What follows belongs to an exercise in optimizing a design on an open flow for small area and a short achievable clock period; a production flow would make more cautious choices.
RTL that was checked went through simulation tests only; none was proved equivalent to the original.
No activity file was given, so power comes from the tool's default toggle rates.

## before
// fp64_add
module fp64_add(input clk, input [63:0] a, input [63:0] b, output reg [63:0] s);
    wire        sx_d, big_d, sub_d, tie_d, hz_d, lzero_d;
    wire [10:0] ex_d;
    wire [51:0] mx_d;
    wire [52:0] ty_d;
    wire [5:0]  dsh_d;
    reg         sx_q, big_q, sub_q, tie_q, hz_q, lzero_q;
    reg  [10:0] ex_q;
    reg  [51:0] mx_q;
    reg  [52:0] ty_q;
    reg  [5:0]  dsh_q;
    wire [63:0] r;
    dfa_pre  u_pre(.a(a), .b(b), .sx(sx_d), .ex(ex_d), .mx(mx_d), .ty(ty_d), .dsh(dsh_d), .big(big_d),
                   .sub(sub_d), .tie(tie_d), .hz(hz_d), .lzero(lzero_d));
    dfa_post u_post(.sx(sx_q), .ex(ex_q), .mx(mx_q), .ty(ty_q), .dsh(dsh_q), .big(big_q), .sub(sub_q),
                    .tie(tie_q), .hz(hz_q), .lzero(lzero_q), .r(r));
    always @(posedge clk) begin
        sx_q    <= sx_d;
        ex_q    <= ex_d;
        mx_q    <= mx_d;
        ty_q    <= ty_d;
        dsh_q   <= dsh_d;
        big_q   <= big_d;
        sub_q   <= sub_d;
        tie_q   <= tie_d;
        hz_q    <= hz_d;
        lzero_q <= lzero_d;
        s       <= r;
    end
endmodule
Size in the first run: roughly 190 flip-flops, roughly 0.017 mm^2 of cells after synthesis.
==> module dfa_pre, before the edit <==
module dfa_pre(
    input  [63:0] a, input [63:0] b,
    output        sx,         
    output [10:0] ex,         
    output [51:0] mx,         
    output [52:0] ty,         
    output [5:0]  dsh,        
    output        big,        
    output        sub,        
    output        tie,        
    output        hz,         
    output        lzero       
);
    wire [10:0] ea = a[62:52], eb = b[62:52];
    wire [11:0] dab, dba;
    pfx_add #(.N(12), .KIND(0)) u_dab(.x({1'b0, ea}), .y({1'b1, ~eb}), .cin(1'b1), .s(dab));
    pfx_add #(.N(12), .KIND(0)) u_dba(.x({1'b0, eb}), .y({1'b1, ~ea}), .cin(1'b1), .s(dba));
    wire        swe = dab[11];                  
    wire [10:0] d   = swe ? dba[10:0] : dab[10:0];
    wire        mgt;                            
    magcmp52 u_cmp(.a(a[51:0]), .b(b[51:0]), .gt(mgt));
    assign      tie = (ea == eb) & mgt;
    wire        az = ~|a[62:0], bz = ~|b[62:0];
    assign      hz  = az & bz;
    assign      sx  = swe ? b[63] : a[63];
    assign ex   = swe ? eb : ea;
    assign mx   = swe ? b[51:0] : a[51:0];
    assign ty   = swe ? {|ea, a[51:0]} : {|eb, b[51:0]};
    assign dsh  = d[5:0];
    assign big  = |d[10:6];
    assign sub  = a[63] ^ b[63];
    assign lzero = az | bz;
endmodule
==> module dfa_post, before the edit <==
module dfa_post(
    input         sx, input [10:0] ex, input [51:0] mx, input [52:0] ty,
    input  [5:0]  dsh, input big, input sub, input tie, input hz, input lzero,
    output [63:0] r
);
    wire        invx = sub & tie;               
    wire        invy = sub & ~tie;              
    wire        s1 = sx ^ (sub & (tie | hz));
    wire        inf = &ex;                      
    wire [52:0] tx = {|ex, mx};
    wire [52:0] t3 = ty >> (dsh | {6{big}});     
    wire [53:0] sum;
    sigadd u_add(.x({invx, tx ^ {53{invx}}}), .y({invy, t3 ^ {53{invy}}}), .cin(sub), .sum(sum));
    wire [5:0]  sh;
    lzc54 u_lzc(.x({sum[53], sum[52] | lzero, sum[51:0]}), .n(sh));
    wire        zres = sh[5] & sh[4] & sh[2] & sh[1];    
    wire [53:0] nrm = sum << sh;
    wire [10:0] e1p = ex + 11'd1;
    wire [4:0]  eh1 = e1p[10:6] - 5'd1;
    wire [6:0]  el  = {1'b0, e1p[5:0]} - {1'b0, sh};
    wire [10:0] e   = {el[6] ? eh1 : e1p[10:6], el[5:0]};
    assign r[63]    = ~inf & ~zres & s1;
    assign r[62:52] = inf ? 11'h7ff : (zres ? 11'd0 : e);
    assign r[51:0]  = {52{inf}} | nrm[52:1];
endmodule
==> module fp64_add, before the edit <==
module fp64_add(input clk, input [63:0] a, input [63:0] b, output reg [63:0] s);
    wire        sx_d, big_d, sub_d, tie_d, hz_d, lzero_d;
    wire [10:0] ex_d;
    wire [51:0] mx_d;
    wire [52:0] ty_d;
    wire [5:0]  dsh_d;
    reg         sx_q, big_q, sub_q, tie_q, hz_q, lzero_q;
    reg  [10:0] ex_q;
    reg  [51:0] mx_q;
    reg  [52:0] ty_q;
    reg  [5:0]  dsh_q;
    wire [63:0] r;
    dfa_pre  u_pre(.a(a), .b(b), .sx(sx_d), .ex(ex_d), .mx(mx_d), .ty(ty_d), .dsh(dsh_d), .big(big_d),
                   .sub(sub_d), .tie(tie_d), .hz(hz_d), .lzero(lzero_d));
    dfa_post u_post(.sx(sx_q), .ex(ex_q), .mx(mx_q), .ty(ty_q), .dsh(dsh_q), .big(big_q), .sub(sub_q),
                    .tie(tie_q), .hz(hz_q), .lzero(lzero_q), .r(r));
    always @(posedge clk) begin
        sx_q    <= sx_d;
        ex_q    <= ex_d;
        mx_q    <= mx_d;
        ty_q    <= ty_d;
        dsh_q   <= dsh_d;
        big_q   <= big_d;
        sub_q   <= sub_d;
        tie_q   <= tie_d;
        hz_q    <= hz_d;
        lzero_q <= lzero_d;
        s       <= r;
    end
endmodule
export LEC_CHECK = 0
export CAP_MARGIN = 20
export CORE_MARGIN = 2
export CORE_UTILIZATION = 25
export SLEW_MARGIN = 20
create_clock -name core_clock -period 30.0 [get_ports {clk}]
standard.sh (not shown) runs the stock make flow with config.mk's settings and CLKGATE_MAP_FILE= SYNTH_SCRIPT=/design/flow/synth_recipe.tcl, a recipe that flattens the netlist after the stock synthesis.
==> flow/flow/run.sh <==
#!/bin/bash
# Layout flow: the standard flow with an area-oriented ABC mapping script
# (flow/abc.script replaces ORFS's abc_speed.script; registers unchanged),
# plain buffers on the ports, a denser floorplan, and timing repair that
# aims for setup slack of 21.5 ns at the design's clock.
set -euo pipefail
cp -r "$FLOW_HOME/scripts" scripts_mod
cp flow/abc.script scripts_mod/abc_speed.script
bash standard.sh SCRIPTS_DIR="$PWD/scripts_mod" \
  "BUFFER_PORTS_ARGS=-buffer_cell sky130_fd_sc_hd__buf_1" \
  CORE_UTILIZATION=45 SETUP_SLACK_MARGIN=21.5 CTS_BUF_LIST=sky130_fd_sc_hd__clkbuf_8 ADDER_MAP_FILE= finish > standard.log 2>&1
==> flow/flow/abc.script <==
strash
dch
map -a
topo
stime -c
Edits applied to the flow inputs when going from before to after:
-- flow/design.v --
<<< before, line 118
module dfa_pre(
    input  [63:0] a, input [63:0] b,
    output        sx,         
    output [10:0] ex,         
    output [51:0] mx,         
>>> after, line 118
module dfa_pre(
    input  [63:0] a, input [63:0] b,
    output        s1,         
    output [10:0] ex,         
    output [51:0] mx,         
<<< before, line 125
    output        big,        
    output        sub,        
    output        tie,        
    output        hz,         
    output        lzero       
);
>>> after, line 125
    output        big,        
    output        sub,        
    output        invx,       
    output        invy,       
    output        lzero       
);
<<< before, line 137
    wire        mgt;                            
    magcmp52 u_cmp(.a(a[51:0]), .b(b[51:0]), .gt(mgt));
    assign      tie = (ea == eb) & mgt;
    wire        az = ~|a[62:0], bz = ~|b[62:0];
    assign      hz  = az & bz;
    assign      sx  = swe ? b[63] : a[63];
    assign ex   = swe ? eb : ea;
    assign mx   = swe ? b[51:0] : a[51:0];
>>> after, line 137
    wire        mgt;                            
    magcmp52 u_cmp(.a(a[51:0]), .b(b[51:0]), .gt(mgt));
    wire        tie = (ea == eb) & mgt;         
    wire        az = ~|a[62:0], bz = ~|b[62:0];
    assign s1   = (swe | tie | (az & bz)) ? b[63] : a[63];
    assign ex   = swe ? eb : ea;
    assign mx   = swe ? b[51:0] : a[51:0];
<<< before, line 147
    assign big  = |d[10:6];
    assign sub  = a[63] ^ b[63];
    assign lzero = az | bz;
endmodule
module dfa_post(
    input         sx, input [10:0] ex, input [51:0] mx, input [52:0] ty,
    input  [5:0]  dsh, input big, input sub, input tie, input hz, input lzero,
    output [63:0] r
);
    wire        invx = sub & tie;               
    wire        invy = sub & ~tie;              
    wire        s1 = sx ^ (sub & (tie | hz));
    wire        inf = &ex;                      
    wire [52:0] tx = {|ex, mx};
>>> after, line 146
    assign big  = |d[10:6];
    assign sub  = a[63] ^ b[63];
    assign invx = sub & tie;
    assign invy = sub & ~tie;
    assign lzero = az | bz;
endmodule
module dfa_post(
    input         s1, input [10:0] ex, input [51:0] mx, input [52:0] ty,
    input  [5:0]  dsh, input big, input sub, input invx, input invy, input lzero,
    output [63:0] r
);
    wire        inf = &ex;                      
    wire [52:0] tx = {|ex, mx};
<<< before, line 175
endmodule
module fp64_add(input clk, input [63:0] a, input [63:0] b, output reg [63:0] s);
    wire        sx_d, big_d, sub_d, tie_d, hz_d, lzero_d;
    wire [10:0] ex_d;
    wire [51:0] mx_d;
    wire [52:0] ty_d;
    wire [5:0]  dsh_d;
    reg         sx_q, big_q, sub_q, tie_q, hz_q, lzero_q;
    reg  [10:0] ex_q;
    reg  [51:0] mx_q;
>>> after, line 173
endmodule
module fp64_add(input clk, input [63:0] a, input [63:0] b, output reg [63:0] s);
    wire        s1_d, big_d, sub_d, invx_d, invy_d, lzero_d;
    wire [10:0] ex_d;
    wire [51:0] mx_d;
    wire [52:0] ty_d;
    wire [5:0]  dsh_d;
    reg         s1_q, big_q, sub_q, invx_q, invy_q, lzero_q;
    reg  [10:0] ex_q;
    reg  [51:0] mx_q;
<<< before, line 186
    reg  [5:0]  dsh_q;
    wire [63:0] r;
    dfa_pre  u_pre(.a(a), .b(b), .sx(sx_d), .ex(ex_d), .mx(mx_d), .ty(ty_d), .dsh(dsh_d), .big(big_d),
                   .sub(sub_d), .tie(tie_d), .hz(hz_d), .lzero(lzero_d));
    dfa_post u_post(.sx(sx_q), .ex(ex_q), .mx(mx_q), .ty(ty_q), .dsh(dsh_q), .big(big_q), .sub(sub_q),
                    .tie(tie_q), .hz(hz_q), .lzero(lzero_q), .r(r));
    always @(posedge clk) begin
        sx_q    <= sx_d;
        ex_q    <= ex_d;
        mx_q    <= mx_d;
>>> after, line 184
    reg  [5:0]  dsh_q;
    wire [63:0] r;
    dfa_pre  u_pre(.a(a), .b(b), .s1(s1_d), .ex(ex_d), .mx(mx_d), .ty(ty_d), .dsh(dsh_d), .big(big_d),
                   .sub(sub_d), .invx(invx_d), .invy(invy_d), .lzero(lzero_d));
    dfa_post u_post(.s1(s1_q), .ex(ex_q), .mx(mx_q), .ty(ty_q), .dsh(dsh_q), .big(big_q), .sub(sub_q),
                    .invx(invx_q), .invy(invy_q), .lzero(lzero_q), .r(r));
    always @(posedge clk) begin
        s1_q    <= s1_d;
        ex_q    <= ex_d;
        mx_q    <= mx_d;
<<< before, line 198
        big_q   <= big_d;
        sub_q   <= sub_d;
        tie_q   <= tie_d;
        hz_q    <= hz_d;
        lzero_q <= lzero_d;
        s       <= r;
>>> after, line 196
        big_q   <= big_d;
        sub_q   <= sub_d;
        invx_q  <= invx_d;
        invy_q  <= invy_d;
        lzero_q <= lzero_d;
        s       <= r;
==> comparison <==
before and after ended up with roughly the same static power due to leakage.
The clock period minus worst slack of after is higher than that of before.
after against before: area occupied by multi-input gates saw an increase, fraction of the cycle the final worst path needs saw an increase.
after and before ended up with nearly the same sequential share of layout area.
Only the layout flow was run in before; the RTL was not checked for function there.

[afterwards: timing with drivers on the ports]
In the flow no input, the clock included, has a driving cell. The finished layouts below were timed again as built, in two steps.
Step 1 sets driving cells, clkbuf_16 on the clock port and buf_2 on the other inputs (assumed; they add their load-dependent delay and slew).
Step 2 moves the port delays by t, midway between the first and last clock arrival at a register: inputs arrive t later, outputs are due t later. That takes back most of the time a late clock gives input paths.
a / b / c = ideal / step 1 / step 2; a / b = the first two.
| run | shift t [ns] | setup slack, ns | worst setup path after step 2 | cell pins on the clock port's net |
|---|---|---|---|---|
| before | 0.579 | 21.556 / 21.543 / 20.964 | input to register | 1 |
| after | 0.562 | 21.501 / 21.529 / 20.967 | input to register | 1 |
After both steps every run listed still meets setup and hold. For before, which loses most, drivers alone change the setup slack by -0.013 ns; drivers and shift together by -0.592 ns.
